What follows belongs to an exercise in optimizing a design on an open flow for small area, a short achievable clock period and few clock cycles; a production flow would make more cautious choices.
At most, simulation tests tie the RTL to the original design; equivalence was not proved.
No activity file was given, so power comes from the tool's default toggle rates.

==> flow/design.v (excerpt) <==
module CNN(
    input                       clk,
    input                       rst_n,
    input                       in_valid,
    input      signed [15:0]    in_data,
    input                       opt,
    output reg                  out_valid,
    output reg signed [15:0]    out_data
);
reg [15:0] ring [0:35];
reg [15:0] kr0, kr1, kr2, kr3, kr4, kr5, kr6, kr7, kr8;
reg [6:0] cnt;           
reg       opt_r;
integer n;
always @(posedge clk) begin
    ring[0] <= (cnt < 7'd36) ? in_data : ring[35];
    for (n = 1; n < 36; n = n + 1) ring[n] <= ring[n-1];
    if (cnt == 7'd36) kr0 <= in_data;
    if (cnt == 7'd37) kr1 <= in_data;
    if (cnt == 7'd38) kr2 <= in_data;
    if (cnt == 7'd39) kr3 <= in_data;
    if (cnt == 7'd40) kr4 <= in_data;
    if (cnt == 7'd41) kr5 <= in_data;
    if (cnt == 7'd42) kr6 <= in_data;
    if (cnt == 7'd43) kr7 <= in_data;
    if (cnt == 7'd44) kr8 <= in_data;
end
  ...
==> flow/config.mk <==
export PLATFORM = sky130hd
export DESIGN_NAME = CNN
export DESIGN_NICKNAME = CNN
export VERILOG_FILES = /design/flow/design.v
export SDC_FILE = /design/flow/constraint.sdc
export NUM_CORES = 4
export LEC_CHECK = 0
export CAP_MARGIN = 20
export CORE_MARGIN = 2
export CORE_UTILIZATION = 40
export CTS_CLUSTER_DIAMETER = 100
export CTS_CLUSTER_SIZE = 25
export PLACE_DENSITY = 0.6
export SLEW_MARGIN = 20
export SYNTH_HIERARCHICAL = 1
export SYNTH_MINIMUM_KEEP_SIZE = 0
==> flow/constraint.sdc <==
create_clock -name core_clock -period 14.0 [get_ports {clk}]
set_input_delay 2.8000 -clock core_clock [delete_from_list [all_inputs] [get_ports {clk}]]
set_output_delay 2.8000 -clock core_clock [all_outputs]
set_load 0.01 [all_outputs]
standard.sh (not shown) runs the stock make flow with config.mk's settings and CLKGATE_MAP_FILE= SYNTH_SCRIPT=/design/flow/synth_recipe.tcl, a recipe that flattens the netlist after the stock synthesis.
==> flow/flow/run.sh <==
#!/bin/bash
# Standard ORFS layout, with faster port buffers and timing repair aimed
# below the clock period.
set -euo pipefail
bash standard.sh SETUP_SLACK_MARGIN=10 "BUFFER_PORTS_ARGS=-buffer_cell sky130_fd_sc_hd__buf_2" finish > make.log 2>&1
The baseline finished clean.
Change:
--- a/flow/design.v
+++ b/flow/design.v
@@ -2175,18 +2175,18 @@
 wire s1984, c1985;
 fa us1984 (.a(c1952), .b(s1921), .c(s1953), .s(s1984), .co(c1985));
 wire s1986, c1987;
 fa us1986 (.a(s1925), .b(c1954), .c(s1955), .s(s1986), .co(c1987));
 wire s1988 = s1928 ^ c1956 ^ s1957;
 reg [15:0] cs7a, cs7b;
 always @(posedge clk) begin cs7a <= {c1987, c1985, c1983, c1981, c1979, c1977, c1975, c1973, c1971, c1969, c1967, c1965, c1963, c1961, c1959, ~(tp7[0] & kr7[0])}; cs7b <= {s1988, s1986, s1984, s1982, s1980, s1978, s1976, s1974, s1972, s1970, s1968, s1966, s1964, s1962, s1960, s1958}; end
-wire [17:0] xy = {2'b0, ~cs7a} + {2'b0, ~cs7b};
+wire [16:0] xy = {1'b0, ~cs7a} + {1'b0, ~cs7b};
 wire [15:0] tp8 = ring[30];
-reg [2:0] lc;
-always @(posedge clk) lc <= xy[17:15];
+reg [1:0] lc;
+always @(posedge clk) lc <= xy[16:15];
 wire s1989, c1990;
 xnr us1989 (.a(cs7a[11]), .b(cs7b[11]), .y(s1989));
 orr uc1990 (.a(cs7a[11]), .b(cs7b[11]), .y(c1990));
 wire s1991, c1992;
 fa us1991 (.a(cs7a[12]), .b(cs7b[12]), .c(~(tp8[0] & kr8[12])), .s(s1991), .co(c1992));
 wire s1993, c1994;
 xnr us1993 (.a(~(tp8[10] & kr8[2])), .b(~(tp8[11] & kr8[1])), .y(s1993));
@@ -2724,15 +2724,15 @@
 wire s2497, c2498;
 fa us2497 (.a(c2380), .b(s2437), .c(c2436), .s(s2497), .co(c2498));
 wire s2499, c2500;
 xnr us2499 (.a(~(tp8[15] & kr8[15])), .b(c2438), .y(s2499));
 orr uc2500 (.a(~(tp8[15] & kr8[15])), .b(c2438), .y(c2500));
 reg [31:0] sa, sb;
 always @(posedge clk) begin sa <= {c2500, c2498, c2496, c2494, c2492, c2490, c2488, c2486, c2484, c2482, c2480, c2478, c2476, c2474, c2472, c2470, c2468, c2466, c2464, c2462, c2460, c2458, c2456, c2454, c2452, c2450, c2448, c2446, c2444, c2442, c2440, ~(tp8[0] & kr8[0])}; sb <= {1'b1, s2499, s2497, s2495, s2493, s2491, s2489, s2487, s2485, s2483, s2481, s2479, s2477, s2475, s2473, s2471, s2469, s2467, s2465, s2463, s2461, s2459, s2457, s2455, s2453, s2451, s2449, s2447, s2445, s2443, s2441, s2439}; end
-wire [31:0] u = sa + sb + {14'd0, lc[2:1], 16'd0} + {15'd0, lc[0], 16'd0} + 32'h7fff0001;
+wire [31:0] u = sa + sb + {15'd0, lc[1], 16'd0} + {15'd0, lc[0], 16'd0} + 32'h7fff0001;
 reg signed [15:0] f;
 always @(posedge clk) f <= (!u[31] && !opt_r) ? 16'sd0 : ~u[15:0];
 reg fv, g, first, last;
 always @(*) begin
     fv = 1'b0; g = 1'b0; first = 1'b0; last = 1'b0;
     case (cnt)
         7'd46: begin fv = 1'b1; g = 1'b0; first = 1'b1; last = 1'b0; end
@@ -2758,20 +2758,21 @@
 always @(posedge clk or negedge rst_n) begin
     if (!rst_n) begin
         pv0 <= 1'b0; pv1 <= 1'b0; pfirst <= 1'b0; plast <= 1'b0; pg <= 1'b0;
     end else begin
         pv0 <= fv && !g; pv1 <= fv && g; pfirst <= first; plast <= fv && last; pg <= g;
     end
 end
-reg signed [15:0] mx1;
-wire signed [15:0] n0 = (pfirst || f > out_data) ? f : out_data;
+reg signed [15:0] mx0, mx1;
+wire signed [15:0] n0 = (pfirst || f > mx0) ? f : mx0;
 wire signed [15:0] n1 = (pfirst || f > mx1) ? f : mx1;
 always @(posedge clk) begin
-    if (pv1 && !plast) mx1 <= n1;
-    if (pv0 || (pv1 && plast)) out_data <= pv1 ? n1 : n0;
+    if (pv0) mx0 <= n0;
+    if (pv1) mx1 <= n1;
+    out_data <= pg ? n1 : n0;
 end
 always @(posedge clk or negedge rst_n) begin
     if (!rst_n) out_valid <= 1'b0;
     else out_valid <= plast;
 end
 endmodule
 module xnr(input a, b, output y);
Outcome: Via count grows by 0.77%. Global-route usage hardly moves. Maximum frequency grows by 2.0%. Wire length grows by 1.1%. Setup slack improves by 0.080 ns. First-iteration DRC count grows by 2.6%. Die area grows by 1.1%. Critical path depth does not change. Cell area grows by 1.1%. Register-to-register slack degrades by 0.03 ns. Synthesized area grows by 1.2%. Total power grows by 1.2%. Utilization stays flat. Final cell count grows by 2.2%.
Testbench counts after the change, summed over its fixed seeds: cycles 13,248.
The RTL of the first run of this note was laid out without a check of its function.

RTL: one of the versions met above, not the one the previous note started from.
For scale: ~5000 cells after synthesis, roughly 1100 flip-flops, about 37 I/O pins, about 61000 µm² of cells after synthesis.
Settings: LEC_CHECK=0, CAP_MARGIN=20, CORE_MARGIN=2, CORE_UTILIZATION=40, CTS_CLUSTER_DIAMETER=100, CTS_CLUSTER_SIZE=25, PLACE_DENSITY=0.6, SLEW_MARGIN=20, SYNTH_HIERARCHICAL=1, SYNTH_MINIMUM_KEEP_SIZE=0; clock period 14.0 ns.
==> flow/flow/run.sh <==
#!/bin/bash
# Standard ORFS layout, with faster port buffers and timing repair aimed
# below the clock period.
set -euo pipefail
bash standard.sh SETUP_SLACK_MARGIN=10 CTS_BUF_DISTANCE=120 "BUFFER_PORTS_ARGS=-buffer_cell sky130_fd_sc_hd__buf_2" finish > make.log 2>&1
The baseline finished with timing, DRC and antenna clean.
Testbench counts at the start, summed over its fixed seeds: cycles 13,248.
==> next run, changes <==
--- a/flow/design.v
+++ b/flow/design.v
@@ -2175,18 +2175,18 @@
 wire s1984, c1985;
 fa us1984 (.a(c1952), .b(s1921), .c(s1953), .s(s1984), .co(c1985));
 wire s1986, c1987;
 fa us1986 (.a(s1925), .b(c1954), .c(s1955), .s(s1986), .co(c1987));
 wire s1988 = s1928 ^ c1956 ^ s1957;
 reg [15:0] cs7a, cs7b;
 always @(posedge clk) begin cs7a <= {c1987, c1985, c1983, c1981, c1979, c1977, c1975, c1973, c1971, c1969, c1967, c1965, c1963, c1961, c1959, ~(tp7[0] & kr7[0])}; cs7b <= {s1988, s1986, s1984, s1982, s1980, s1978, s1976, s1974, s1972, s1970, s1968, s1966, s1964, s1962, s1960, s1958}; end
-wire [16:0] xy = {1'b0, ~cs7a} + {1'b0, ~cs7b};
+wire [17:0] xy = {2'b0, ~cs7a} + {2'b0, ~cs7b};
 wire [15:0] tp8 = ring[30];
-reg [1:0] lc;
-always @(posedge clk) lc <= xy[16:15];
+reg [2:0] lc;
+always @(posedge clk) lc <= xy[17:15];
 wire s1989, c1990;
 xnr us1989 (.a(cs7a[11]), .b(cs7b[11]), .y(s1989));
 orr uc1990 (.a(cs7a[11]), .b(cs7b[11]), .y(c1990));
 wire s1991, c1992;
 fa us1991 (.a(cs7a[12]), .b(cs7b[12]), .c(~(tp8[0] & kr8[12])), .s(s1991), .co(c1992));
 wire s1993, c1994;
 xnr us1993 (.a(~(tp8[10] & kr8[2])), .b(~(tp8[11] & kr8[1])), .y(s1993));
@@ -2724,15 +2724,15 @@
 wire s2497, c2498;
 fa us2497 (.a(c2380), .b(s2437), .c(c2436), .s(s2497), .co(c2498));
 wire s2499, c2500;
 xnr us2499 (.a(~(tp8[15] & kr8[15])), .b(c2438), .y(s2499));
 orr uc2500 (.a(~(tp8[15] & kr8[15])), .b(c2438), .y(c2500));
 reg [31:0] sa, sb;
 always @(posedge clk) begin sa <= {c2500, c2498, c2496, c2494, c2492, c2490, c2488, c2486, c2484, c2482, c2480, c2478, c2476, c2474, c2472, c2470, c2468, c2466, c2464, c2462, c2460, c2458, c2456, c2454, c2452, c2450, c2448, c2446, c2444, c2442, c2440, ~(tp8[0] & kr8[0])}; sb <= {1'b1, s2499, s2497, s2495, s2493, s2491, s2489, s2487, s2485, s2483, s2481, s2479, s2477, s2475, s2473, s2471, s2469, s2467, s2465, s2463, s2461, s2459, s2457, s2455, s2453, s2451, s2449, s2447, s2445, s2443, s2441, s2439}; end
-wire [31:0] u = sa + sb + {15'd0, lc[1], 16'd0} + {15'd0, lc[0], 16'd0} + 32'h7fff0001;
+wire [31:0] u = sa + sb + {14'd0, lc[2:1], 16'd0} + {15'd0, lc[0], 16'd0} + 32'h7fff0001;
 reg signed [15:0] f;
 always @(posedge clk) f <= (!u[31] && !opt_r) ? 16'sd0 : ~u[15:0];
 reg fv, g, first, last;
 always @(*) begin
     fv = 1'b0; g = 1'b0; first = 1'b0; last = 1'b0;
     case (cnt)
         7'd46: begin fv = 1'b1; g = 1'b0; first = 1'b1; last = 1'b0; end
What happened:
- total power stays the same
- global-route usage does not change
- clock-buffer cell count is unchanged
- synthesized area stays the same
- combinational power stays flat
- sequential power hardly moves
- worst setup slack stays the same
- sequential share of layout area is unchanged
- die area does not change
- utilization stays the same
- maximum frequency stays the same
Only the layout flow was run in the second run of this note; the RTL was not checked for function there.

-- re-timing with driven ports --
In the flow no input, the clock included, has a driving cell. The finished layouts below were timed again as built, in two steps.
Step 1 assumes that a clkbuf_16 drives the clock port and a buf_2 every other input.
Step 2, shift: input delay + t, output delay - t, t = (earliest + latest rising clock arrival at the registers) / 2. This alone moves slack from input paths to output paths.
Three values: ideal ports, drivers, drivers and shift; two values: the first two.
run	t (ns)	setup slack, ns	worst register clock-pin slew, ns	worst slew at a driven data input, ns	pins driven straight from the clock port
the first run of note 1	0.778	9.909 / 9.827 / 10.094	0.11 / 0.11	0.10	1
the second run of note 1	0.771	9.989 / 9.913 / 10.060	0.11 / 0.11	0.08	1
the first run of note 2	0.740	10.017 / 9.939 / 10.067	0.11 / 0.11	0.08	1
the second run of note 2	0.740	10.017 / 9.939 / 10.067	0.11 / 0.11	0.08	1
After both steps setup and hold are still met in every run listed.
